Source: an optimization exercise on an open RTL-to-GDS flow (aim: small area, a short achievable clock period and few clock cycles per item). Production flows keep margins and buffers that such runs may drop.
In this exercise RTL edits were held to simulation tests only and were not proved equivalent to the original.
Power figures rest on the tool's default switching activity, not on a simulated workload.

==> design/flow/flow/run.sh <==
#!/bin/bash
# The standard layout (standard.sh), with the port buffers that global
# placement inserts made from the smallest buffer cell instead of the default.
set -euo pipefail
export BUFFER_PORTS_ARGS="-buffer_cell sky130_fd_sc_hd__buf_1"
bash standard.sh > standard.log 2>&1
==> design/flow/standard.sh <==
#!/bin/bash
# synth_recipe.tcl (not shown) runs the flow's synth.tcl, then flattens the netlist and writes it again
# the make line also repeats each setting of config.mk as NAME=value (left out here)
make -C /OpenROAD-flow-scripts/flow DESIGN_CONFIG=/design/flow/config.mk WORK_HOME=/design/flow/orfs CLKGATE_MAP_FILE= SYNTH_SCRIPT=/design/flow/synth_recipe.tcl "${@:-finish}"
==> design/flow/config.mk <==
export PLATFORM = sky130hd
export DESIGN_NAME = shift_add_multiplier
export DESIGN_NICKNAME = shift_add_multiplier
export VERILOG_FILES = /design/flow/design.v
export SDC_FILE = /design/flow/constraint.sdc
export NUM_CORES = 4
export LEC_CHECK = 0
export CAP_MARGIN = 0
export CORE_MARGIN = 2
export CORE_UTILIZATION = 40
export CTS_BUF_LIST = sky130_fd_sc_hd__clkbuf_8
export GPL_TIMING_DRIVEN = 0
export SETUP_SLACK_MARGIN = 2.2
export SLEW_MARGIN = 0
export SYNTH_HIERARCHICAL = 1
==> design/flow/constraint.sdc <==
create_clock -name core_clock -period 5.0 [get_ports {clk}]
set_input_delay 1.0000 -clock core_clock [delete_from_list [all_inputs] [get_ports {clk}]]
set_output_delay 1.0000 -clock core_clock [all_outputs]
set_load 0.01 [all_outputs]
==> design/flow/design.v <==
`default_nettype none `timescale 1ns / 1ns
module shift_add_multiplier #(
    parameter integer WIDTH = 16
) (
    input wire clk,
    input wire reset_n,
    input wire tvalid_slave_1,
    input signed [WIDTH-1:0] tdata_slave_1,
    output wire tready_slave_1,
    input wire tvalid_slave_2,
    input signed [WIDTH-1:0] tdata_slave_2,
    output wire tready_slave_2,
    output reg tvalid_master,
    output reg signed [WIDTH-1:0] tdata_master,
    input wire tready_master
);
  reg held_1;
  reg held_2;
  reg [WIDTH-1:0] factor_a;
  reg [WIDTH-1:0] factor_b;
  wire [WIDTH-1:0] product;
  reg mid_valid_1;
  reg pipe_s190;
  reg pipe_s193;
  reg pipe_s192;
  reg pipe_s194;
  reg pipe_s197;
  reg pipe_s196;
  reg pipe_s177;
  reg pipe_s208;
  reg pipe_s209;
  reg pipe_s183;
  reg pipe_s210;
  reg pipe_s211;
  reg pipe_s187;
  reg pipe_s212;
  reg pipe_s213;
  reg pipe_s214;
  reg pipe_s191;
  reg pipe_s215;
  reg pipe_s195;
  reg pipe_s216;
  reg pipe_s199;
  reg pipe_s231;
  reg pipe_s230;
  reg pipe_s232;
  reg pipe_g257;
  reg pipe_p258;
  reg pipe_g255;
  reg pipe_p256;
  reg pipe_G276;
  reg pipe_P277;
  reg pipe_G288;
  reg pipe_P289;
  reg pipe_x352;
  reg pipe_pp3;
  reg pipe_p246;
  reg pipe_r328;
  reg pipe_r329;
  reg pipe_r330;
  reg pipe_r331;
  wire room_1 = ~mid_valid_1 | ~tvalid_master;
  wire room_2 = ~tvalid_master;
  wire advance_1 = held_1 & held_2 & (room_1 | tready_master);
  wire advance_2 = mid_valid_1 & (room_2 | tready_master);
  wire input_transaction_1 = tvalid_slave_1 & tready_slave_1;
  wire input_transaction_2 = tvalid_slave_2 & tready_slave_2;
  sam_rdy u_rdy_1 (.held(held_1), .other(held_2), .room(room_1), .tready_master(tready_master), .tready(tready_slave_1));
  sam_rdy u_rdy_2 (.held(held_2), .other(held_1), .room(room_1), .tready_master(tready_master), .tready(tready_slave_2));
  always @(posedge clk) begin
    if (input_transaction_1) factor_a <= tdata_slave_1;
    if (input_transaction_2) factor_b <= tdata_slave_2;
    if (advance_1) begin
      pipe_s190 <= s190;
      pipe_s193 <= s193;
      pipe_s192 <= s192;
      pipe_s194 <= s194;
      pipe_s197 <= s197;
      pipe_s196 <= s196;
      pipe_s177 <= s177;
      pipe_s208 <= s208;
      pipe_s209 <= s209;
      pipe_s183 <= s183;
      pipe_s210 <= s210;
      pipe_s211 <= s211;
      pipe_s187 <= s187;
      pipe_s212 <= s212;
      pipe_s213 <= s213;
      pipe_s214 <= s214;
      pipe_s191 <= s191;
      pipe_s215 <= s215;
      pipe_s195 <= s195;
      pipe_s216 <= s216;
      pipe_s199 <= s199;
      pipe_s231 <= s231;
      pipe_s230 <= s230;
      pipe_s232 <= s232;
      pipe_g257 <= g257;
      pipe_p258 <= p258;
      pipe_g255 <= g255;
      pipe_p256 <= p256;
      pipe_G276 <= G276;
      pipe_P277 <= P277;
      pipe_G288 <= G288;
      pipe_P289 <= P289;
      pipe_x352 <= x352;
      pipe_pp3 <= pp3;
      pipe_p246 <= p246;
      pipe_r328 <= r328;
      pipe_r329 <= r329;
      pipe_r330 <= r330;
      pipe_r331 <= r331;
    end
    if (advance_2) tdata_master <= product;
    if (!reset_n) begin
      held_1 <= 1'b0;
      held_2 <= 1'b0;
      mid_valid_1 <= 1'b0;
      tvalid_master <= 1'b0;
    end else begin
      held_1 <= input_transaction_1 | (held_1 & ~advance_1);
      held_2 <= input_transaction_2 | (held_2 & ~advance_1);
      mid_valid_1 <= advance_1 | (mid_valid_1 & ~advance_2);
      tvalid_master <= advance_2 | (tvalid_master & ~tready_master);
    end
  end
  wire [15:0] a = factor_a;
  wire [15:0] b = factor_b;
  wire one1 = b[0];
  wire two2 = b[1] & ~b[0];
  wire pp3 = one1 & a[0];
  wire pc4 = b[1] & ~pp3;
  wire m5;
  sam_ao22 u_m5 (.x1(a[1]), .x2(a[0]), .one(one1), .two(two2), .m(m5));
  wire pp6;
  sam_x2 u_pp6 (.a(m5), .b(b[1]), .y(pp6));
  wire m7;
  sam_ao22 u_m7 (.x1(a[2]), .x2(a[1]), .one(one1), .two(two2), .m(m7));
  wire pp8;
  sam_x2 u_pp8 (.a(m7), .b(b[1]), .y(pp8));
  wire m9;
  sam_ao22 u_m9 (.x1(a[3]), .x2(a[2]), .one(one1), .two(two2), .m(m9));
  wire pp10;
  sam_x2 u_pp10 (.a(m9), .b(b[1]), .y(pp10));
  wire m11;
  sam_ao22 u_m11 (.x1(a[4]), .x2(a[3]), .one(one1), .two(two2), .m(m11));
  wire pp12;
  sam_x2 u_pp12 (.a(m11), .b(b[1]), .y(pp12));
  wire m13;
  sam_ao22 u_m13 (.x1(a[5]), .x2(a[4]), .one(one1), .two(two2), .m(m13));
  wire pp14;
  sam_x2 u_pp14 (.a(m13), .b(b[1]), .y(pp14));
  wire m15;
  sam_ao22 u_m15 (.x1(a[6]), .x2(a[5]), .one(one1), .two(two2), .m(m15));
  wire pp16;
  sam_x2 u_pp16 (.a(m15), .b(b[1]), .y(pp16));
  wire m17;
  sam_ao22 u_m17 (.x1(a[7]), .x2(a[6]), .one(one1), .two(two2), .m(m17));
  wire pp18;
  sam_x2 u_pp18 (.a(m17), .b(b[1]), .y(pp18));
  wire m19;
  sam_ao22 u_m19 (.x1(a[8]), .x2(a[7]), .one(one1), .two(two2), .m(m19));
  wire pp20;
  sam_x2 u_pp20 (.a(m19), .b(b[1]), .y(pp20));
  wire m21;
  sam_ao22 u_m21 (.x1(a[9]), .x2(a[8]), .one(one1), .two(two2), .m(m21));
  wire pp22;
  sam_x2 u_pp22 (.a(m21), .b(b[1]), .y(pp22));
  wire m23;
  sam_ao22 u_m23 (.x1(a[10]), .x2(a[9]), .one(one1), .two(two2), .m(m23));
  wire pp24;
  sam_x2 u_pp24 (.a(m23), .b(b[1]), .y(pp24));
  wire m25;
  sam_ao22 u_m25 (.x1(a[11]), .x2(a[10]), .one(one1), .two(two2), .m(m25));
  wire pp26;
  sam_x2 u_pp26 (.a(m25), .b(b[1]), .y(pp26));
  wire m27;
  sam_ao22 u_m27 (.x1(a[12]), .x2(a[11]), .one(one1), .two(two2), .m(m27));
  wire pp28;
  sam_x2 u_pp28 (.a(m27), .b(b[1]), .y(pp28));
  wire m29;
  sam_ao22 u_m29 (.x1(a[13]), .x2(a[12]), .one(one1), .two(two2), .m(m29));
  wire pp30;
  sam_x2 u_pp30 (.a(m29), .b(b[1]), .y(pp30));
  wire m31;
  sam_ao22 u_m31 (.x1(a[14]), .x2(a[13]), .one(one1), .two(two2), .m(m31));
  wire pp32;
  sam_x2 u_pp32 (.a(m31), .b(b[1]), .y(pp32));
  wire m33;
  sam_ao22 u_m33 (.x1(a[15]), .x2(a[14]), .one(one1), .two(two2), .m(m33));
  wire pp34;
  sam_x2 u_pp34 (.a(m33), .b(b[1]), .y(pp34));
  wire one35 = b[2] ^ b[1];
  wire two36 = (b[3] & ~b[2] & ~b[1]) | (~b[3] & b[2] & b[1]);
  wire pp37 = one35 & a[0];
  wire pc38 = b[3] & ~pp37;
  wire m39;
  sam_ao22 u_m39 (.x1(a[1]), .x2(a[0]), .one(one35), .two(two36), .m(m39));
  wire pp40;
  sam_x2 u_pp40 (.a(m39), .b(b[3]), .y(pp40));
  wire m41;
  sam_ao22 u_m41 (.x1(a[2]), .x2(a[1]), .one(one35), .two(two36), .m(m41));
  wire pp42;
  sam_x2 u_pp42 (.a(m41), .b(b[3]), .y(pp42));
  wire m43;
  sam_ao22 u_m43 (.x1(a[3]), .x2(a[2]), .one(one35), .two(two36), .m(m43));
  wire pp44;
  sam_x2 u_pp44 (.a(m43), .b(b[3]), .y(pp44));
  wire m45;
  sam_ao22 u_m45 (.x1(a[4]), .x2(a[3]), .one(one35), .two(two36), .m(m45));
  wire pp46;
  sam_x2 u_pp46 (.a(m45), .b(b[3]), .y(pp46));
  wire m47;
  sam_ao22 u_m47 (.x1(a[5]), .x2(a[4]), .one(one35), .two(two36), .m(m47));
  wire pp48;
  sam_x2 u_pp48 (.a(m47), .b(b[3]), .y(pp48));
  wire m49;
  sam_ao22 u_m49 (.x1(a[6]), .x2(a[5]), .one(one35), .two(two36), .m(m49));
  wire pp50;
  sam_x2 u_pp50 (.a(m49), .b(b[3]), .y(pp50));
  wire m51;
  sam_ao22 u_m51 (.x1(a[7]), .x2(a[6]), .one(one35), .two(two36), .m(m51));
  wire pp52;
  sam_x2 u_pp52 (.a(m51), .b(b[3]), .y(pp52));
  wire m53;
  sam_ao22 u_m53 (.x1(a[8]), .x2(a[7]), .one(one35), .two(two36), .m(m53));
  wire pp54;
  sam_x2 u_pp54 (.a(m53), .b(b[3]), .y(pp54));
  wire m55;
  sam_ao22 u_m55 (.x1(a[9]), .x2(a[8]), .one(one35), .two(two36), .m(m55));
  wire pp56;
  sam_x2 u_pp56 (.a(m55), .b(b[3]), .y(pp56));
  wire m57;
  sam_ao22 u_m57 (.x1(a[10]), .x2(a[9]), .one(one35), .two(two36), .m(m57));
  wire pp58;
  sam_x2 u_pp58 (.a(m57), .b(b[3]), .y(pp58));
  wire m59;
  sam_ao22 u_m59 (.x1(a[11]), .x2(a[10]), .one(one35), .two(two36), .m(m59));
  wire pp60;
  sam_x2 u_pp60 (.a(m59), .b(b[3]), .y(pp60));
  wire m61;
  sam_ao22 u_m61 (.x1(a[12]), .x2(a[11]), .one(one35), .two(two36), .m(m61));
  wire pp62;
  sam_x2 u_pp62 (.a(m61), .b(b[3]), .y(pp62));
  wire m63;
  sam_ao22 u_m63 (.x1(a[13]), .x2(a[12]), .one(one35), .two(two36), .m(m63));
  wire pp64;
  sam_x2 u_pp64 (.a(m63), .b(b[3]), .y(pp64));
  wire one65 = b[4] ^ b[3];
  wire two66 = (b[5] & ~b[4] & ~b[3]) | (~b[5] & b[4] & b[3]);
  wire pp67 = one65 & a[0];
  wire pc68 = b[5] & ~pp67;
  wire m69;
  sam_ao22 u_m69 (.x1(a[1]), .x2(a[0]), .one(one65), .two(two66), .m(m69));
  wire pp70;
  sam_x2 u_pp70 (.a(m69), .b(b[5]), .y(pp70));
  wire m71;
  sam_ao22 u_m71 (.x1(a[2]), .x2(a[1]), .one(one65), .two(two66), .m(m71));
  wire pp72;
  sam_x2 u_pp72 (.a(m71), .b(b[5]), .y(pp72));
  wire m73;
  sam_ao22 u_m73 (.x1(a[3]), .x2(a[2]), .one(one65), .two(two66), .m(m73));
  wire pp74;
  sam_x2 u_pp74 (.a(m73), .b(b[5]), .y(pp74));
  wire m75;
  sam_ao22 u_m75 (.x1(a[4]), .x2(a[3]), .one(one65), .two(two66), .m(m75));
  wire pp76;
  sam_x2 u_pp76 (.a(m75), .b(b[5]), .y(pp76));
  wire m77;
  sam_ao22 u_m77 (.x1(a[5]), .x2(a[4]), .one(one65), .two(two66), .m(m77));
  wire pp78;
  sam_x2 u_pp78 (.a(m77), .b(b[5]), .y(pp78));
  wire m79;
  sam_ao22 u_m79 (.x1(a[6]), .x2(a[5]), .one(one65), .two(two66), .m(m79));
  wire pp80;
  sam_x2 u_pp80 (.a(m79), .b(b[5]), .y(pp80));
  wire m81;
  sam_ao22 u_m81 (.x1(a[7]), .x2(a[6]), .one(one65), .two(two66), .m(m81));
  wire pp82;
  sam_x2 u_pp82 (.a(m81), .b(b[5]), .y(pp82));
  wire m83;
  sam_ao22 u_m83 (.x1(a[8]), .x2(a[7]), .one(one65), .two(two66), .m(m83));
  wire pp84;
  sam_x2 u_pp84 (.a(m83), .b(b[5]), .y(pp84));
  wire m85;
  sam_ao22 u_m85 (.x1(a[9]), .x2(a[8]), .one(one65), .two(two66), .m(m85));
  wire pp86;
  sam_x2 u_pp86 (.a(m85), .b(b[5]), .y(pp86));
  wire m87;
  sam_ao22 u_m87 (.x1(a[10]), .x2(a[9]), .one(one65), .two(two66), .m(m87));
  wire pp88;
  sam_x2 u_pp88 (.a(m87), .b(b[5]), .y(pp88));
  wire m89;
  sam_ao22 u_m89 (.x1(a[11]), .x2(a[10]), .one(one65), .two(two66), .m(m89));
  wire pp90;
  sam_x2 u_pp90 (.a(m89), .b(b[5]), .y(pp90));
  wire one91 = b[6] ^ b[5];
  wire two92 = (b[7] & ~b[6] & ~b[5]) | (~b[7] & b[6] & b[5]);
  wire pp93 = one91 & a[0];
  wire pc94 = b[7] & ~pp93;
  wire m95;
  sam_ao22 u_m95 (.x1(a[1]), .x2(a[0]), .one(one91), .two(two92), .m(m95));
  wire pp96;
  sam_x2 u_pp96 (.a(m95), .b(b[7]), .y(pp96));
  wire m97;
  sam_ao22 u_m97 (.x1(a[2]), .x2(a[1]), .one(one91), .two(two92), .m(m97));
  wire pp98;
  sam_x2 u_pp98 (.a(m97), .b(b[7]), .y(pp98));
  wire m99;
  sam_ao22 u_m99 (.x1(a[3]), .x2(a[2]), .one(one91), .two(two92), .m(m99));
  wire pp100;
  sam_x2 u_pp100 (.a(m99), .b(b[7]), .y(pp100));
  wire m101;
  sam_ao22 u_m101 (.x1(a[4]), .x2(a[3]), .one(one91), .two(two92), .m(m101));
  wire pp102;
  sam_x2 u_pp102 (.a(m101), .b(b[7]), .y(pp102));
  wire m103;
  sam_ao22 u_m103 (.x1(a[5]), .x2(a[4]), .one(one91), .two(two92), .m(m103));
  wire pp104;
  sam_x2 u_pp104 (.a(m103), .b(b[7]), .y(pp104));
  wire m105;
  sam_ao22 u_m105 (.x1(a[6]), .x2(a[5]), .one(one91), .two(two92), .m(m105));
  wire pp106;
  sam_x2 u_pp106 (.a(m105), .b(b[7]), .y(pp106));
  wire m107;
  sam_ao22 u_m107 (.x1(a[7]), .x2(a[6]), .one(one91), .two(two92), .m(m107));
  wire pp108;
  sam_x2 u_pp108 (.a(m107), .b(b[7]), .y(pp108));
  wire m109;
  sam_ao22 u_m109 (.x1(a[8]), .x2(a[7]), .one(one91), .two(two92), .m(m109));
  wire pp110;
  sam_x2 u_pp110 (.a(m109), .b(b[7]), .y(pp110));
  wire m111;
  sam_ao22 u_m111 (.x1(a[9]), .x2(a[8]), .one(one91), .two(two92), .m(m111));
  wire pp112;
  sam_x2 u_pp112 (.a(m111), .b(b[7]), .y(pp112));
  wire one113 = b[8] ^ b[7];
  wire two114 = (b[9] & ~b[8] & ~b[7]) | (~b[9] & b[8] & b[7]);
  wire pp115 = one113 & a[0];
  wire pc116 = b[9] & ~pp115;
  wire m117;
  sam_ao22 u_m117 (.x1(a[1]), .x2(a[0]), .one(one113), .two(two114), .m(m117));
  wire pp118;
  sam_x2 u_pp118 (.a(m117), .b(b[9]), .y(pp118));
  wire m119;
  sam_ao22 u_m119 (.x1(a[2]), .x2(a[1]), .one(one113), .two(two114), .m(m119));
  wire pp120;
  sam_x2 u_pp120 (.a(m119), .b(b[9]), .y(pp120));
  wire m121;
  sam_ao22 u_m121 (.x1(a[3]), .x2(a[2]), .one(one113), .two(two114), .m(m121));
  wire pp122;
  sam_x2 u_pp122 (.a(m121), .b(b[9]), .y(pp122));
  wire m123;
  sam_ao22 u_m123 (.x1(a[4]), .x2(a[3]), .one(one113), .two(two114), .m(m123));
  wire pp124;
  sam_x2 u_pp124 (.a(m123), .b(b[9]), .y(pp124));
  wire m125;
  sam_ao22 u_m125 (.x1(a[5]), .x2(a[4]), .one(one113), .two(two114), .m(m125));
  wire pp126;
  sam_x2 u_pp126 (.a(m125), .b(b[9]), .y(pp126));
  wire m127;
  sam_ao22 u_m127 (.x1(a[6]), .x2(a[5]), .one(one113), .two(two114), .m(m127));
  wire pp128;
  sam_x2 u_pp128 (.a(m127), .b(b[9]), .y(pp128));
  wire m129;
  sam_ao22 u_m129 (.x1(a[7]), .x2(a[6]), .one(one113), .two(two114), .m(m129));
  wire pp130;
  sam_x2 u_pp130 (.a(m129), .b(b[9]), .y(pp130));
  wire one131 = b[10] ^ b[9];
  wire two132 = (b[11] & ~b[10] & ~b[9]) | (~b[11] & b[10] & b[9]);
  wire pp133 = one131 & a[0];
  wire pc134 = b[11] & ~pp133;
  wire m135;
  sam_ao22 u_m135 (.x1(a[1]), .x2(a[0]), .one(one131), .two(two132), .m(m135));
  wire pp136;
  sam_x2 u_pp136 (.a(m135), .b(b[11]), .y(pp136));
  wire m137;
  sam_ao22 u_m137 (.x1(a[2]), .x2(a[1]), .one(one131), .two(two132), .m(m137));
  wire pp138;
  sam_x2 u_pp138 (.a(m137), .b(b[11]), .y(pp138));
  wire m139;
  sam_ao22 u_m139 (.x1(a[3]), .x2(a[2]), .one(one131), .two(two132), .m(m139));
  wire pp140;
  sam_x2 u_pp140 (.a(m139), .b(b[11]), .y(pp140));
  wire m141;
  sam_ao22 u_m141 (.x1(a[4]), .x2(a[3]), .one(one131), .two(two132), .m(m141));
  wire pp142;
  sam_x2 u_pp142 (.a(m141), .b(b[11]), .y(pp142));
  wire m143;
  sam_ao22 u_m143 (.x1(a[5]), .x2(a[4]), .one(one131), .two(two132), .m(m143));
  wire pp144;
  sam_x2 u_pp144 (.a(m143), .b(b[11]), .y(pp144));
  wire one145 = b[12] ^ b[11];
  wire two146 = (b[13] & ~b[12] & ~b[11]) | (~b[13] & b[12] & b[11]);
  wire pp147 = one145 & a[0];
  wire pc148 = b[13] & ~pp147;
  wire m149;
  sam_ao22 u_m149 (.x1(a[1]), .x2(a[0]), .one(one145), .two(two146), .m(m149));
  wire pp150;
  sam_x2 u_pp150 (.a(m149), .b(b[13]), .y(pp150));
  wire m151;
  sam_ao22 u_m151 (.x1(a[2]), .x2(a[1]), .one(one145), .two(two146), .m(m151));
  wire pp152;
  sam_x2 u_pp152 (.a(m151), .b(b[13]), .y(pp152));
  wire m153;
  sam_ao22 u_m153 (.x1(a[3]), .x2(a[2]), .one(one145), .two(two146), .m(m153));
  wire pp154;
  sam_x2 u_pp154 (.a(m153), .b(b[13]), .y(pp154));
  wire one155 = b[14] ^ b[13];
  wire two156 = (b[15] & ~b[14] & ~b[13]) | (~b[15] & b[14] & b[13]);
  wire pp157 = one155 & a[0];
  wire pc158 = b[15] & ~pp157;
  wire m159;
  sam_ao22 u_m159 (.x1(a[1]), .x2(a[0]), .one(one155), .two(two156), .m(m159));
  wire pp160;
  sam_x2 u_pp160 (.a(m159), .b(b[15]), .y(pp160));
  wire s161, s162;
  sam_ha u_s161 (.a(pc134), .b(pp26), .s(s161), .co(s162));
  wire s163, s164;
  sam_fa u_s163 (.a(pp147), .b(pp28), .c(pp58), .s(s163), .co(s164));
  wire s165, s166;
  sam_fa u_s165 (.a(pc148), .b(pp30), .c(pp60), .s(s165), .co(s166));
  wire s167, s168;
  sam_ha u_s167 (.a(pp86), .b(pp108), .s(s167), .co(s168));
  wire s169, s170;
  sam_fa u_s169 (.a(pp157), .b(pp32), .c(pp62), .s(s169), .co(s170));
  wire s171, s172;
  sam_fa u_s171 (.a(pp88), .b(pp110), .c(pp128), .s(s171), .co(s172));
  wire s173, s174;
  sam_ha u_s173 (.a(pc94), .b(pp18), .s(s173), .co(s174));
  wire s175, s176;
  sam_fa u_s175 (.a(pp115), .b(pp20), .c(pp50), .s(s175), .co(s176));
  wire s177, s178;
  sam_fa u_s177 (.a(pc116), .b(pp22), .c(pp52), .s(s177), .co(s178));
  wire s179, s180;
  sam_ha u_s179 (.a(pp78), .b(pp100), .s(s179), .co(s180));
  wire s181, s182;
  sam_fa u_s181 (.a(pp133), .b(pp24), .c(pp54), .s(s181), .co(s182));
  wire s183, s184;
  sam_fa u_s183 (.a(pp80), .b(pp102), .c(pp120), .s(s183), .co(s184));
  wire s185, s186;
  sam_fa u_s185 (.a(pp56), .b(pp82), .c(pp104), .s(s185), .co(s186));
  wire s187, s188;
  sam_fa u_s187 (.a(pp122), .b(pp136), .c(s161), .s(s187), .co(s188));
  wire s189, s190;
  sam_fa u_s189 (.a(pp84), .b(pp106), .c(pp124), .s(s189), .co(s190));
  wire s191, s192;
  sam_fa u_s191 (.a(pp138), .b(s162), .c(s163), .s(s191), .co(s192));
  wire s193, s194;
  sam_fa u_s193 (.a(pp126), .b(pp140), .c(pp150), .s(s193), .co(s194));
  wire s195, s196;
  sam_fa u_s195 (.a(s167), .b(s164), .c(s165), .s(s195), .co(s196));
  wire s197, s198;
  sam_fa u_s197 (.a(pp142), .b(pp152), .c(s168), .s(s197), .co(s198));
  wire s199, s200;
  sam_fa u_s199 (.a(s166), .b(s169), .c(s171), .s(s199), .co(s200));
  wire s201, s202;
  sam_ha u_s201 (.a(pc68), .b(pp14), .s(s201), .co(s202));
  wire s203, s204;
  sam_fa u_s203 (.a(pp93), .b(pp16), .c(pp46), .s(s203), .co(s204));
  wire s205, s206;
  sam_fa u_s205 (.a(pp48), .b(pp74), .c(pp96), .s(s205), .co(s206));
  wire s207, s208;
  sam_fa u_s207 (.a(pp76), .b(pp98), .c(s174), .s(s207), .co(s208));
  wire s209, s210;
  sam_fa u_s209 (.a(pp118), .b(s179), .c(s176), .s(s209), .co(s210));
  wire s211, s212;
  sam_fa u_s211 (.a(s180), .b(s178), .c(s181), .s(s211), .co(s212));
  wire s213, s214;
  sam_fa u_s213 (.a(s182), .b(s184), .c(s185), .s(s213), .co(s214));
  wire s215, s216;
  sam_fa u_s215 (.a(s186), .b(s189), .c(s188), .s(s215), .co(s216));
  wire s217, s218;
  sam_fa u_s217 (.a(pipe_s190), .b(pipe_s193), .c(pipe_s192), .s(s217), .co(s218));
  wire s219, s220;
  sam_fa u_s219 (.a(pipe_s194), .b(pipe_s197), .c(pipe_s196), .s(s219), .co(s220));
  wire s221, s222;
  sam_ha u_s221 (.a(pc38), .b(pp10), .s(s221), .co(s222));
  wire s223, s224;
  sam_fa u_s223 (.a(pp67), .b(pp12), .c(pp42), .s(s223), .co(s224));
  wire s225, s226;
  sam_fa u_s225 (.a(pp44), .b(pp70), .c(s201), .s(s225), .co(s226));
  wire s227, s228;
  sam_fa u_s227 (.a(pp72), .b(s202), .c(s203), .s(s227), .co(s228));
  wire s229, s230;
  sam_fa u_s229 (.a(s173), .b(s204), .c(s205), .s(s229), .co(s230));
  wire s231, s232;
  sam_fa u_s231 (.a(s206), .b(s175), .c(s207), .s(s231), .co(s232));
  wire s233, s234;
  sam_fa u_s233 (.a(pipe_s177), .b(pipe_s208), .c(pipe_s209), .s(s233), .co(s234));
  wire s235, s236;
  sam_fa u_s235 (.a(pipe_s183), .b(pipe_s210), .c(pipe_s211), .s(s235), .co(s236));
  wire s237, s238;
  sam_fa u_s237 (.a(pipe_s187), .b(pipe_s212), .c(pipe_s213), .s(s237), .co(s238));
  wire s239, s240;
  sam_fa u_s239 (.a(pipe_s214), .b(pipe_s191), .c(pipe_s215), .s(s239), .co(s240));
  wire s241, s242;
  sam_fa u_s241 (.a(pipe_s195), .b(pipe_s216), .c(s217), .s(s241), .co(s242));
  wire s243, s244;
  sam_fa u_s243 (.a(pipe_s199), .b(s218), .c(s219), .s(s243), .co(s244));
  wire g245 = pc4 & pp6;
  wire p246 = pc4 ^ pp6;
  wire g247 = pp37 & pp8;
  wire p248 = pp37 ^ pp8;
  wire g249 = pp40 & s221;
  wire p250 = pp40 ^ s221;
  wire g251 = s223 & s222;
  wire p252 = s223 ^ s222;
  wire g253 = s225 & s224;
  wire p254 = s225 ^ s224;
  wire g255 = s227 & s226;
  wire p256 = s227 ^ s226;
  wire g257 = s229 & s228;
  wire p258 = s229 ^ s228;
  wire g259 = pipe_s231 & pipe_s230;
  wire p260 = pipe_s231 ^ pipe_s230;
  wire g261 = s233 & pipe_s232;
  wire p262 = s233 ^ pipe_s232;
  wire g263 = s235 & s234;
  wire p264 = s235 ^ s234;
  wire g265 = s237 & s236;
  wire p266 = s237 ^ s236;
  wire g267 = s239 & s238;
  wire p268 = s239 ^ s238;
  wire g269 = s241 & s240;
  wire p270 = s241 ^ s240;
  wire g271 = s243 & s242;
  wire p272 = s243 ^ s242;
  wire P273 = p246 & pp3;
  wire G274 = g249 | (p250 & g247);
  wire P275 = p250 & p248;
  wire G276 = g253 | (p254 & g251);
  wire P277 = p254 & p252;
  wire G278 = pipe_g257 | (pipe_p258 & pipe_g255);
  wire P279 = pipe_p258 & pipe_p256;
  wire G280 = g261 | (p262 & g259);
  wire P281 = p262 & p260;
  wire G282 = g265 | (p266 & g263);
  wire P283 = p266 & p264;
  wire G284 = g269 | (p270 & g267);
  wire P285 = p270 & p268;
  wire G286 = g247 | (p248 & g245);
  wire P287 = p248 & P273;
  wire G288 = G274 | (P275 & g245);
  wire P289 = P275 & P273;
  wire G290 = pipe_g255 | (pipe_p256 & pipe_G276);
  wire P291 = pipe_p256 & pipe_P277;
  wire G292 = G278 | (P279 & pipe_G276);
  wire P293 = P279 & pipe_P277;
  wire G294 = g263 | (p264 & G280);
  wire P295 = p264 & P281;
  wire G296 = G282 | (P283 & G280);
  wire P297 = P283 & P281;
  wire G298 = g271 | (p272 & G284);
  wire P299 = p272 & P285;
  wire G300 = g251 | (p252 & G288);
  wire P301 = p252 & P289;
  wire G302 = pipe_G276 | (pipe_P277 & pipe_G288);
  wire P303 = pipe_P277 & pipe_P289;
  wire G304 = G290 | (P291 & pipe_G288);
  wire P305 = P291 & pipe_P289;
  wire G306 = G292 | (P293 & pipe_G288);
  wire P307 = P293 & pipe_P289;
  wire G308 = g267 | (p268 & G296);
  wire P309 = p268 & P297;
  wire G310 = G284 | (P285 & G296);
  wire P311 = P285 & P297;
  wire G312 = G298 | (P299 & G296);
  wire P313 = P299 & P297;
  wire G314 = g259 | (p260 & G306);
  wire P315 = p260 & P307;
  wire G316 = G280 | (P281 & G306);
  wire P317 = P281 & P307;
  wire G318 = G294 | (P295 & G306);
  wire P319 = P295 & P307;
  wire G320 = G296 | (P297 & G306);
  wire P321 = P297 & P307;
  wire G322 = G308 | (P309 & G306);
  wire P323 = P309 & P307;
  wire G324 = G310 | (P311 & G306);
  wire P325 = P311 & P307;
  wire G326 = G312 | (P313 & G306);
  wire P327 = P313 & P307;
  wire r328 = p248 ^ g245;
  wire r329 = p250 ^ G286;
  wire r330 = p252 ^ G288;
  wire r331 = p254 ^ G300;
  wire r332 = pipe_p256 ^ G302;
  wire r333 = pipe_p258 ^ G304;
  wire r334 = p260 ^ G306;
  wire r335 = p262 ^ G314;
  wire r336 = p264 ^ G316;
  wire r337 = p266 ^ G318;
  wire r338 = p268 ^ G320;
  wire r339 = p270 ^ G322;
  wire r340 = p272 ^ G324;
  wire x341;
  sam_x2 u_x341 (.a(pc158), .b(pp112), .y(x341));
  wire x342;
  sam_x2 u_x342 (.a(pp130), .b(pp144), .y(x342));
  wire x343;
  sam_x2 u_x343 (.a(pp154), .b(pp160), .y(x343));
  wire x344;
  sam_x2 u_x344 (.a(pp34), .b(pp64), .y(x344));
  wire x345;
  sam_x2 u_x345 (.a(pp90), .b(x341), .y(x345));
  wire x346;
  sam_x2 u_x346 (.a(x342), .b(x343), .y(x346));
  wire x347;
  sam_x2 u_x347 (.a(x344), .b(x345), .y(x347));
  wire x348;
  sam_x2 u_x348 (.a(x346), .b(s170), .y(x348));
  wire x349;
  sam_x2 u_x349 (.a(s172), .b(s198), .y(x349));
  wire x350;
  sam_x2 u_x350 (.a(x347), .b(x348), .y(x350));
  wire x351;
  sam_x2 u_x351 (.a(x349), .b(x350), .y(x351));
  wire x352;
  sam_x2 u_x352 (.a(s200), .b(x351), .y(x352));
  wire x353;
  sam_x2 u_x353 (.a(pipe_x352), .b(s220), .y(x353));
  wire x354;
  sam_x2 u_x354 (.a(x353), .b(s244), .y(x354));
  wire x355;
  sam_x2 u_x355 (.a(x354), .b(G326), .y(x355));
  assign product = {x355, r340, r339, r338, r337, r336, r335, r334, r333, r332, pipe_r331, pipe_r330, pipe_r329, pipe_r328, pipe_p246, pipe_pp3};
endmodule
module sam_rdy (
    input wire held,
    input wire other,
    input wire room,
    input wire tready_master,
    output wire tready
);
  assign tready = ~held | (other & (room | tready_master));
endmodule
module sam_fa (
    input wire a,
    input wire b,
    input wire c,
    output wire s,
    output wire co
);
  assign s  = a ^ b ^ c;
  assign co = (a & b) | (a & c) | (b & c);
endmodule
module sam_ha (
    input wire a,
    input wire b,
    output wire s,
    output wire co
);
  assign s  = a ^ b;
  assign co = a & b;
endmodule
module sam_x2 (
    input wire a,
    input wire b,
    output wire y
);
  assign y = a ^ b;
endmodule
module sam_ao22 (
    input wire x1,
    input wire x2,
    input wire one,
    input wire two,
    output wire m
);
  assign m = (one & x1) | (two & x2);
endmodule
module sam_bsel (
    input wire x1,
    input wire x2,
    input wire one,
    input wire two,
    input wire neg,
    output wire pp
);
  assign pp = ((one & x1) | (two & x2)) ^ neg;
endmodule
==> results of run 1 <==
[timing repair]
action                     CTS  global route
buffers inserted            31            10
pin swaps                    7            13
gates resized for setup     12            13
hold buffers                 0             0
setup endpoints to repair   32            10
[metrics by stage]
stage,std cells,area [sq um],power [uW],utilization [%]
detailed placement,644,6161,1829,44.56
global placement,644,6161,1809,44.56
finish,702,6844,2365,49.50
CTS,691,6680,2371,48.31
global route,702,6844,2542,49.50
floorplan,409,5729,1621,-
[modules after synthesis, one instance, submodules excluded]
module | flops+latches | cell area, sq um
shift_add_multiplier | 90 | 3591
sam_fa | 0 | 20.02
sam_ha | 0 | 12.51
sam_ao22 | 0 | 8.758
sam_rdy | 0 | 8.758
sam_x2 | 0 | 8.758
[power by group]
group          switching, uW  internal (uW)
Clock                    263            230
Combinational            440            423
Sequential              50.1            959
Total                    753           1610
[critical path: cells and delay by family, from the launching register on]
kind / cells / cell delay, ns
adders and majority gates: 3 / 1.27
and+or+nand+nor: 1 / 0.42
DFF: 1 / 0.40
xor gates and xnor gates: 1 / 0.13
AOI/OAI and AO/OA: 2 / 0.36
[worst max path at each step]
stage / from / endpoint / cells past startpoint
finish: pipe_s190$_DFFE_PP_ / tdata_master[15]$_DFFE_PP_ / 7
global route: pipe_s190$_DFFE_PP_ / tdata_master[15]$_DFFE_PP_ / 7
CTS: factor_b[1]$_DFFE_PP_ / pipe_r331$_DFFE_PP_ / 9
detailed placement: factor_b[1]$_DFFE_PP_ / pipe_r331$_DFFE_PP_ / 8
global placement: factor_b[1]$_DFFE_PP_ / pipe_r331$_DFFE_PP_ / 8
floorplan: factor_b[1]$_DFFE_PP_ / pipe_r331$_DFFE_PP_ / 8
[area by class of cell]
type                    instances  area [sq um]  area share, %
clock buffers                   9         123.9          1.810
repair buffers                 97         573.1          8.373
flip-flops and latches         90          2663          38.90
inverters                       1         3.754        0.05484
well taps                     180         225.2          3.291
multi-input cells             317          3177          46.42
plain buffers                   1         11.26         0.1645
clock inverters                 7         67.56         0.9872
[kinds of logic (layout without fill, tap and decap cells)]
kind of cell    after synthesis  in the layout  synth area share [%]
simple gates                 62             62                 5.508
flops                        90             90                 47.07
fa+ha+maj                    59             59                 18.23
xor+xnor                     92             92                 14.24
buf+inv                       2            115                0.2654
compound gates              104            104                 14.69
[routing by layer]
metal | vias to the layer above | routed length, um
met5 | - | 0
met4 | 0 | 222
met3 | 20 | 396
met2 | 71 | 5290
met1 | 1729 | 4898
li1 | 1743 | -
[synthesized netlist by cell type, types with 2 or more instances]
| cell type | instances |
|---|---|
| fa_1 | 39 |
| a32oi_1 | 2 |
| dfxtp_1 | 4 |
| xor2_1 | 89 |
| ha_1 | 20 |
| a22o_1 | 64 |
| a21boi_0 | 2 |
| o21ai_1 | 3 |
| nor2b_1 | 12 |
| a21o_1 | 5 |
| and2_1 | 11 |
| or2_2 | 2 |
| nor2_1 | 11 |
| nand2_1 | 20 |
| a21oi_1 | 5 |
| a211oi_1 | 2 |
| o21a_1 | 3 |
| xnor2_1 | 3 |
| edfxtp_1 | 86 |
| o21ai_0 | 9 |
==> key figures, run 1 <==
Status
  – Outcome: timing/DRC/antenna clean

Logic synthesis
  – Leading area contributor after synthesis: edfxtp_1
  – Synthesized net count: 505
  – Synth area leaders: edfxtp_1, fa_1, xor2_1
  – Synthesized area: 5657 sq um
  – Mapped Cells: 409
  – Number of synthesis warnings: 7
  – Yosys top cell area share: 45.65%
  – Top_reg_cell synth: edfxtp_1
  – #FFs+latches synth: 90
  – Syn Area/Cell: 13.83 sq um
  – Fraction of registers with async set/reset: 0%
  – Post-synth cell types: 37
  – Number of synthesized flops with an enable pin: 86
  – Sequential share of the synthesized area: 47.07%

Global routing
  – Largest net degree at the start of global routing: 39
  – Initial antenna violation count: 0
  – GR peak layer: met2
  – GR Layer Usage met3: 3.367%
  – Met2 Resource Use GR: 26.04%
  – Vias in the first global route: 3,657
  – Global-route wire length before repair: 17.91 mm
  – GR Overflow Total: 0
  – M1 GR Usage: 20.02%
  – Total track usage: 15.67%

Setup path
  – R2R cell count: 7
  – Critical-path maximum fanout: 2
  – Crit path kind: flip-flop to flip-flop
  – Flop2flop setup slack: 2.17 ns
  – Worst path max stage delay: 0.58 ns
  – R2r endpoint: tdata_master[15]$_DFFE_PP_
  – Critical Path AT: 2.96 ns
  – Slowest CP cell: fa_1
  – WP data required: 5.13 ns
  – Top cell by count, worst path: fa_1
  – CP endpoint kind: flip-flop
  – RR Startpoint: pipe_s190$_DFFE_PP_
  – Worst setup SP type: flip-flop
  – Critical path cell sequence: fa_1 -> fa_1 -> ha_4 -> a21o_1 -> or4_4 -> a31o_1 -> xor2_1

Placed design
  – DP HPWL: 7.566 mm
  – GP Congestion: 0.8430
  – Port Buffer Count: 55
  – DP Worst Slack: 1.380 ns

Route
  – DR vias/cell: 5.075
  – Post-route DRC: 0
  – Routed via count: 3,563
  – ANT nets after route: 0
  – Wirelength per Cell: 15.40 um
  – DR pass1 iterations: 4
  – Starting DRT DRC Count: 181
  – Total routed wirelength: 10.81 mm

Clock network
  – Clk sinks: 90
  – Clk slew on worst S/H paths: 0.09 ns
  – TritonCTS clock tree: done
  – Root buf cell: clkbuf_8
  – CTS Buffer Depth: 2
  – CTS buffer count: 9
  – Clock Latency Late Sink: 0.38 ns
  – H-tree levels: 3

Floorplanning
  – Die ar.: 15,110 sq um
  – Starting density of the core: 40.91%
  – Die Ht: 122.9 um
  – Core Area: 13,830 sq um
  – Die Wd: 122.9 um
  – FP Rows: 43
  – Ports: 56

Power
  – Leakage power: 0.002611 uW
  – Peak VDD IR: 0.2444 mV
  – PD cells: 345.5 nW/um^2

Final layout
  – Area Growth Syn to Fin: 20.99%
  – Share of cells above drive strength 1: 15.52%
  – Most used cells in the layout excluding fill and tap cells: edfxtp_1, xor2_1, a22o_1
  – Most common cell after layout, fill and taps aside: edfxtp_1
  – Biggest regs: factor_a: 16 flops, factor_b: 16 flops, tdata_master: 16 flops
  – Nets@finish: 613
  – Layout filler cell count: 1,223
  – Antenna Cells: 0

Hold path
  – Worst hold path class: flip-flop to flip-flop
  – Hold Startpoint: pipe_r328$_DFFE_PP_
  – Worst Hold Depth: 0
  – Hold Path End: tdata_master[2]$_DFFE_PP_

STA
  – Final WS setup: 2.173 ns
  – Tcrit/Tclk final: 56.54%
  – RSZ-0062 raised after global routing: yes
  – Slew @ Worst Pin: 0.8274 ns
  – Fin. Hold Viols: 0
  – Setup Skew: 0.01199 ns
  – Minimum clock period after layout: 2.827 ns
  – Final Max Slew Viols: 0
  – Setup tns final: 0 ns
  – Setup Viol. Count Final: 0
  – Slew headroom: 44.59%
  – Hold WS: 0.4247 ns
  – Fmax: 353.7 MHz

Run
  – Max-Cap Viols: 0
Testbench counts, summed over its fixed seeds: cycles 1,224, items 1,200.
==> run 2, diff against run 1 <==
--- a/design/flow/config.mk
+++ b/design/flow/config.mk
@@ -6,10 +6,9 @@
 export NUM_CORES = 4
 export LEC_CHECK = 0
-export CAP_MARGIN = 0
+export CAP_MARGIN = 20
 export CORE_MARGIN = 2
 export CORE_UTILIZATION = 40
 export CTS_BUF_LIST = sky130_fd_sc_hd__clkbuf_8
-export GPL_TIMING_DRIVEN = 0
 export SETUP_SLACK_MARGIN = 2.2
-export SLEW_MARGIN = 0
+export SLEW_MARGIN = 20
 export SYNTH_HIERARCHICAL = 1
==> run 2 against run 1 <==
- still clean
- maximum frequency down 1.3%
- critical path type unchanged
- total power is 1.8% higher
- wire length up 4.1%
- hold slack better by 0.0017 ns
- via count is 0.45% lower
- global-route usage up 0.068 points
==> key figures, run 2 <==
Final layout
  – Nets@finish: 610
  – Antenna Cells: 0
  – Area Growth Syn to Fin: 20.88%
  – Biggest regs: factor_a: 16 flops, factor_b: 16 flops, tdata_master: 16 flops
  – Most common cell after layout, fill and taps aside: edfxtp_1
  – Design Area, Final: 6838 sq um
  – Share of cells above drive strength 1: 15.03%
  – Most used cells in the layout excluding fill and tap cells: edfxtp_1, xor2_1, a22o_1

Clock network
  – CTS Buffer Depth: 2
  – Clock Latency Late Sink: 0.38 ns
  – Root buf cell: clkbuf_8
  – H-tree levels: 3
  – CTS buffer count: 9
  – Clk slew on worst S/H paths: 0.08 ns
  – TritonCTS clock tree: done
  – Hold Buf Count CTS: 0
  – Clk sinks: 90

Logic synthesis
  – Sequential share of the synthesized area: 47.07%
  – Synth area leaders: edfxtp_1, fa_1, xor2_1
  – Number of synthesis warnings: 7
  – Mapped Cells: 409
  – Leading area contributor after synthesis: edfxtp_1
  – Count leader, synth: xor2_1
  – Synthesized net count: 505
  – Top_reg_cell synth: edfxtp_1
  – Fraction of registers with async set/reset: 0%
  – Commonest cells in the netlist: xor2_1, edfxtp_1, a22o_1
  – #FFs+latches synth: 90
  – Yosys top cell area share: 45.65%
  – Number of synthesized flops with an enable pin: 86
  – Post-synth cell types: 37
  – Syn Area/Cell: 13.83 sq um
  – Synthesized area: 5657 sq um

Route
  – DR pass1 iterations: 4
  – Total routed wirelength: 11.26 mm
  – Post-route DRC: 0
  – ANT nets after route: 0
  – Wirelength per Cell: 16.10 um
  – Starting DRT DRC Count: 225
  – Routed via count: 3,547
  – DR vias/cell: 5.074

Placed design
  – DP HPWL: 8.053 mm
  – DP Worst Slack: 1.546 ns
  – GP Congestion: 0.8479
  – Port Buffer Count: 55
  – Cell Area, Placed: 6165 sq um

STA
  – Final Max Slew Viols: 0
  – Setup Skew: 0.007067 ns
  – RSZ-0062 raised after global routing: yes
  – Setup Viol. Count Final: 0
  – Slew headroom: 46.63%
  – Final WS setup: 2.137 ns
  – Setup tns final: 0 ns
  – Tcrit/Tclk final: 57.26%
  – Minimum clock period after layout: 2.863 ns
  – Slew @ Worst Pin: 0.8005 ns
  – Fmax: 349.3 MHz
  – Fin. Hold Viols: 0

Global routing
  – Global-route wire length before repair: 17.73 mm
  – GR Overflow Total: 0
  – Initial antenna violation count: 0
  – Total track usage: 15.74%
  – Vias in the first global route: 3,506
  – Largest net degree at the start of global routing: 39

Floorplanning
  – Die Ht: 122.9 um
  – FP Rows: 43
  – Starting density of the core: 40.91%
  – Ports: 56
  – Die Wd: 122.9 um
  – Core Area: 13,830 sq um
  – Die ar.: 15,110 sq um

Setup path
  – Worst setup SP type: flip-flop
  – CP endpoint kind: flip-flop
  – WP data required: 5.13 ns
  – Crit path kind: flip-flop to flip-flop
  – Critical Path AT: 2.99 ns
  – Critical-path maximum fanout: 2

Hold path
  – Worst hold path class: flip-flop to flip-flop

Status
  – Outcome: timing/DRC/antenna clean

Power
  – PD cells: 352.0 nW/um^2
  – Peak VDD IR: 0.1854 mV
  – Leakage power: 0.002609 uW

Run
  – Max-Cap Viols: 0
==> run 2: kinds of logic after synthesis <==
logic type,Yosys count,share of synthesized area (%)
AND/OR/NAND/NOR,62,5.508
flip-flops,90,47.07
XOR/XNOR,92,14.24
AO/OA/AOI/OAI,104,14.69
buffers and inverters,2,0.2654
adder cells (fa/ha/maj),59,18.23
==> run 2: worst max-delay path: stages, from the launching register on <==
cell and delay (ns):
edfxtp_1 0.41, fa_1 0.57, fa_1 0.46, ha_4 0.24, a21o_1 0.16, or4_4 0.43
a31o_1 0.20, xor2_1 0.14
==> run 2: power breakdown <==
group / switching, uW / internal (uW)
Clock: 265 / 280
Sequential: 50.5 / 959
Combinational: 442 / 411
==> run 2: Yosys stat by module (local to each module, per instance) <==
module | cell area, sq um | flip-flops and latches | cells
shift_add_multiplier | 3591 | 90 | 220
sam_fa | 20.02 | 0 | 1
sam_ha | 12.51 | 0 | 1
sam_ao22 | 8.758 | 0 | 1
sam_rdy | 8.758 | 0 | 2
sam_x2 | 8.758 | 0 | 1
==> run 2: layer usage <==
layer | track usage, % | vias up | share of wire (%)
li1 | - | 1743 | -
met1 | 20.00 | 1719 | 46
met2 | 26.24 | 68 | 49
met3 | 3.044 | 17 | 2.8
met4 | 6.753 | 0 | 2.1
met5 | 0 | - | 0
==> run 2: cell type report <==
cell class | count | area (sq um)
fill | 1176 | 6989
multi-input combinational | 318 | 3176
sequential | 90 | 2663
timing repair buffer | 94 | 553.0
tap | 180 | 225.2
clock buffer | 9 | 123.9
clock inverter | 7 | 93.84
inverter | 1 | 3.754
==> run 2: stage by stage <==
step | std cells | hold slack [ns] | utilization [%] | power, uW
6_report | 699 | 0.4263 | 49.45 | 2407
5_1_grt | 699 | 0.4397 | 49.45 | 2573
4_1_cts | 685 | 0.4286 | 48.00 | 2406
3_5_place_dp | 645 | 0.4074 | 44.58 | 1822
3_3_place_gp | 645 | 0.4051 | 44.58 | 1802
2_1_floorplan | 409 | 0.4003 | - | 1621
==> run 2: worst paths after layout <==
kind,startpoint,endpoint,slack [ns],cells after the start
setup / recovery,pipe_s190$_DFFE_PP_,tdata_master[15]$_DFFE_PP_,2.14,7
hold / removal,pipe_pp3$_DFFE_PP_,tdata_master[0]$_DFFE_PP_,0.43,0
setup reg to reg,pipe_s190$_DFFE_PP_,tdata_master[15]$_DFFE_PP_,2.14,7
hold reg to reg,pipe_pp3$_DFFE_PP_,tdata_master[0]$_DFFE_PP_,0.43,0
==> run 2: timing repair <==
action / CTS / global route
gates cloned: 0 / 1
pin swaps: 5 / 4
endpoints found under the setup margin: 30 / 12
gates resized for setup: 8 / 10
setup buffers: 24 / 13
==> run 3, diff against run 2 <==
--- a/design/flow/config.mk
+++ b/design/flow/config.mk
@@ -6,9 +6,10 @@
 export NUM_CORES = 4
 export LEC_CHECK = 0
-export CAP_MARGIN = 20
+export CAP_MARGIN = 0
 export CORE_MARGIN = 2
-export CORE_UTILIZATION = 40
+export CORE_UTILIZATION = 60
 export CTS_BUF_LIST = sky130_fd_sc_hd__clkbuf_8
+export GPL_TIMING_DRIVEN = 0
 export SETUP_SLACK_MARGIN = 2.2
-export SLEW_MARGIN = 20
+export SLEW_MARGIN = 0
 export SYNTH_HIERARCHICAL = 1
==> run 3 against run 2 <==
- sequential share of layout area is 0.96 points higher
- final area down 2.4%
- maximum frequency up 0.91%
- non-clock buffer count down 3
- register-to-register slack improved by 0.03 ns
- critical path depth is the same
- sequential power barely moved
- flip-flop and latch count is the same
- combinational power is 0.7% lower
- clock power shrank 1%
==> key figures, run 3 <==
Route
  – Starting DRT DRC Count: 188
  – Post-route DRC: 0
  – Total routed wirelength: 10.66 mm
  – ANT nets after route: 0
  – Wirelength per Cell: 17.04 um
  – Routed via count: 3,632
  – DR pass1 iterations: 5
  – DR vias/cell: 5.802

Power
  – Total design power: 2392 uW
  – PD cells: 358.4 nW/um^2
  – Leakage power: 0.002582 uW
  – Peak VDD IR: 0.2370 mV

Global routing
  – Vias in the first global route: 3,630
  – Global-route wire length before repair: 17.39 mm
  – Initial antenna violation count: 0
  – Total track usage: 22.56%
  – Largest net degree at the start of global routing: 39
  – GR Overflow Total: 0

Logic synthesis
  – Synth area leaders: edfxtp_1, fa_1, xor2_1
  – Leading area contributor after synthesis: edfxtp_1
  – Count leader, synth: xor2_1
  – Syn Area/Cell: 13.83 sq um
  – Number of synthesized flops with an enable pin: 86
  – Top_reg_cell synth: edfxtp_1
  – Yosys top cell area share: 45.65%
  – Mapped Cells: 409
  – Post-synth cell types: 37
  – Synthesized area: 5657 sq um
  – Synthesized net count: 505
  – Sequential share of the synthesized area: 47.07%
  – Fraction of registers with async set/reset: 0%
  – #FFs+latches synth: 90
  – Number of synthesis warnings: 7
  – Commonest cells in the netlist: xor2_1, edfxtp_1, a22o_1

Setup path
  – Worst path max stage delay: 0.54 ns
  – Critical Path AT: 2.95 ns
  – R2R cell count: 7
  – Worst setup SP type: flip-flop
  – Critical path cell sequence: fa_1 -> fa_1 -> ha_4 -> a21o_1 -> or4_4 -> a31o_1 -> xor2_1
  – Slowest CP cell: fa_1
  – WP data required: 5.11 ns
  – CP endpoint kind: flip-flop
  – Top cell by count, worst path: fa_1
  – Crit path kind: flip-flop to flip-flop
  – Critical-path maximum fanout: 2

Final layout
  – Most common cell after layout, fill and taps aside: edfxtp_1
  – Share of cells above drive strength 1: 14.17%
  – Nets@finish: 606
  – Most used cells in the layout excluding fill and tap cells: edfxtp_1, xor2_1, a22o_1
  – Area Growth Syn to Fin: 17.98%
  – Biggest regs: factor_a: 16 flops, factor_b: 16 flops, tdata_master: 16 flops
  – Antenna Cells: 0
  – Final core occ: 72.57%

Clock network
  – CTS buffer count: 9
  – Hold Buf Count CTS: 0
  – Clock Latency Late Sink: 0.36 ns
  – Root buf cell: clkbuf_8
  – H-tree levels: 3
  – TritonCTS clock tree: done
  – Clk slew on worst S/H paths: 0.09 ns
  – Clk sinks: 90
  – CTS Buffer Depth: 2

Placed design
  – DP HPWL: 7.245 mm
  – Port Buffer Count: 55
  – GP Congestion: 0.8269

STA
  – Slew headroom: 37.96%
  – Setup Skew: 0.01680 ns
  – Setup tns final: 0 ns
  – Fin. Hold Viols: 0
  – Slew @ Worst Pin: 0.9264 ns
  – Fmax: 352.5 MHz
  – Final Max Slew Viols: 0
  – Minimum clock period after layout: 2.837 ns
  – RSZ-0062 raised after global routing: yes
  – Setup Viol. Count Final: 0
  – Tcrit/Tclk final: 56.75%

Floorplanning
  – Die ar.: 10,220 sq um
  – FP Rows: 35
  – Core Area: 9196 sq um
  – Ports: 56
  – Die Ht: 101.1 um
  – Die Wd: 101.1 um
  – Starting density of the core: 61.51%

Hold path
  – Worst Hold Depth: 0
  – Worst hold path class: flip-flop to flip-flop

Status
  – Outcome: timing/DRC/antenna clean

Run
  – Max-Cap Viols: 0
run 3: final timing paths:
check             slack, ns                 from                         end
setup / recovery       2.16  pipe_s190$_DFFE_PP_  tdata_master[15]$_DFFE_PP_
hold / removal         0.43  pipe_r330$_DFFE_PP_   tdata_master[4]$_DFFE_PP_
setup reg to reg       2.16  pipe_s190$_DFFE_PP_  tdata_master[15]$_DFFE_PP_
hold reg to reg        0.43  pipe_r330$_DFFE_PP_   tdata_master[4]$_DFFE_PP_
run 3: repair_timing:
item | in CTS | in global routing
buffers inserted | 32 | 2
setup endpoints to repair | 31 | 18
pin swaps | 7 | 3
gates resized for setup | 9 | 7
run 3: logic make-up after synthesis:
family,after synthesis,synth area share (%)
DFF,90,47.07
buffers and inverters,2,0.2654
adders and majority gates,59,18.23
and+or+nand+nor,62,5.508
xor gates and xnor gates,92,14.24
AOI/OAI and AO/OA,104,14.69
run 3: final cells by class:
cell class / count / area, sq um
Tap cell: 111 / 138.9
Inverter: 1 / 3.754
Sequential cell: 90 / 2663
Clock buffer: 10 / 137.6
Clock inverter: 6 / 83.83
Buffer: 1 / 11.26
Timing Repair Buffer: 90 / 493.0
Multi-Input combinational cell: 317 / 3143
Fill cell: 626 / 2522
run 3: modules after synthesis, one instance, submodules excluded:
| module | times used | area [sq um] |
|---|---|---|
| sam_ao22 | 64 | 8.758 |
| sam_fa | 36 | 20.02 |
| sam_ha | 6 | 12.51 |
| sam_rdy | 2 | 8.758 |
| sam_x2 | 79 | 8.758 |
| shift_add_multiplier | 1 | 3591 |
run 3: stage by stage:
stage,hold slack (ns),instances,worst slack [ns],cell area (sq um)
4_1_cts,0.4288,623,2.158,6595
6_report,0.4276,626,2.163,6674
5_1_grt,0.4325,626,2.098,6674
2_1_floorplan,0.4003,409,1.899,5729
3_3_place_gp,0.4005,575,1.469,6075
3_5_place_dp,0.4054,575,1.433,6077
run 3: critical path: cells and delay by family, from the launching register on:
kind            cells  cell delay, ns
fa+ha+maj           3            1.26
xor+xnor            1            0.13
flops               1            0.40
compound gates      2            0.37
simple gates        1            0.43
run 3: power by group:
part	internal [uW]	switching [uW]	leakage, uW
sequential	959	50.6	0.000832
combinational	405	441	0.00163
clock	292	244	0.000115
total	1660	735	0.00258
run 3: metal layers:
| metal | vias to the layer above | GRT usage, % | wire, um |
|---|---|---|---|
| li1 | 1731 | - | - |
| met5 | - | 0 | 0 |
| met2 | 113 | 39.23 | 5449 |
| met3 | 19 | 4.022 | 501 |
| met4 | 0 | 6.965 | 171 |
| met1 | 1769 | 28.91 | 4542 |

==> separate check: timing with driven ports <==
Ports are ideal in the flow. The routed layouts listed here were re-timed in OpenROAD. Step 1: set_driving_cell puts a clkbuf_16 on clk and a buf_2 on each other input, an assumption about the parent block. Step 2 adds t to the input delays and takes it off the output delays; t is the mean of the earliest and latest rising clock arrival at the registers after step 1. Input paths then give back, and output paths get back, about the clock's delay inside the block. Three values: ideal, step 1, step 2; two values: the first two.
run	t (ns)	setup WS [ns]	cell pins on the clock port's net
run 1	0.413	2.173 / 2.173 / 2.173	1
run 2	0.410	2.137 / 2.137 / 2.137	1
run 3	0.388	2.163 / 2.163 / 2.163	1
After both steps every run listed still meets setup and hold.
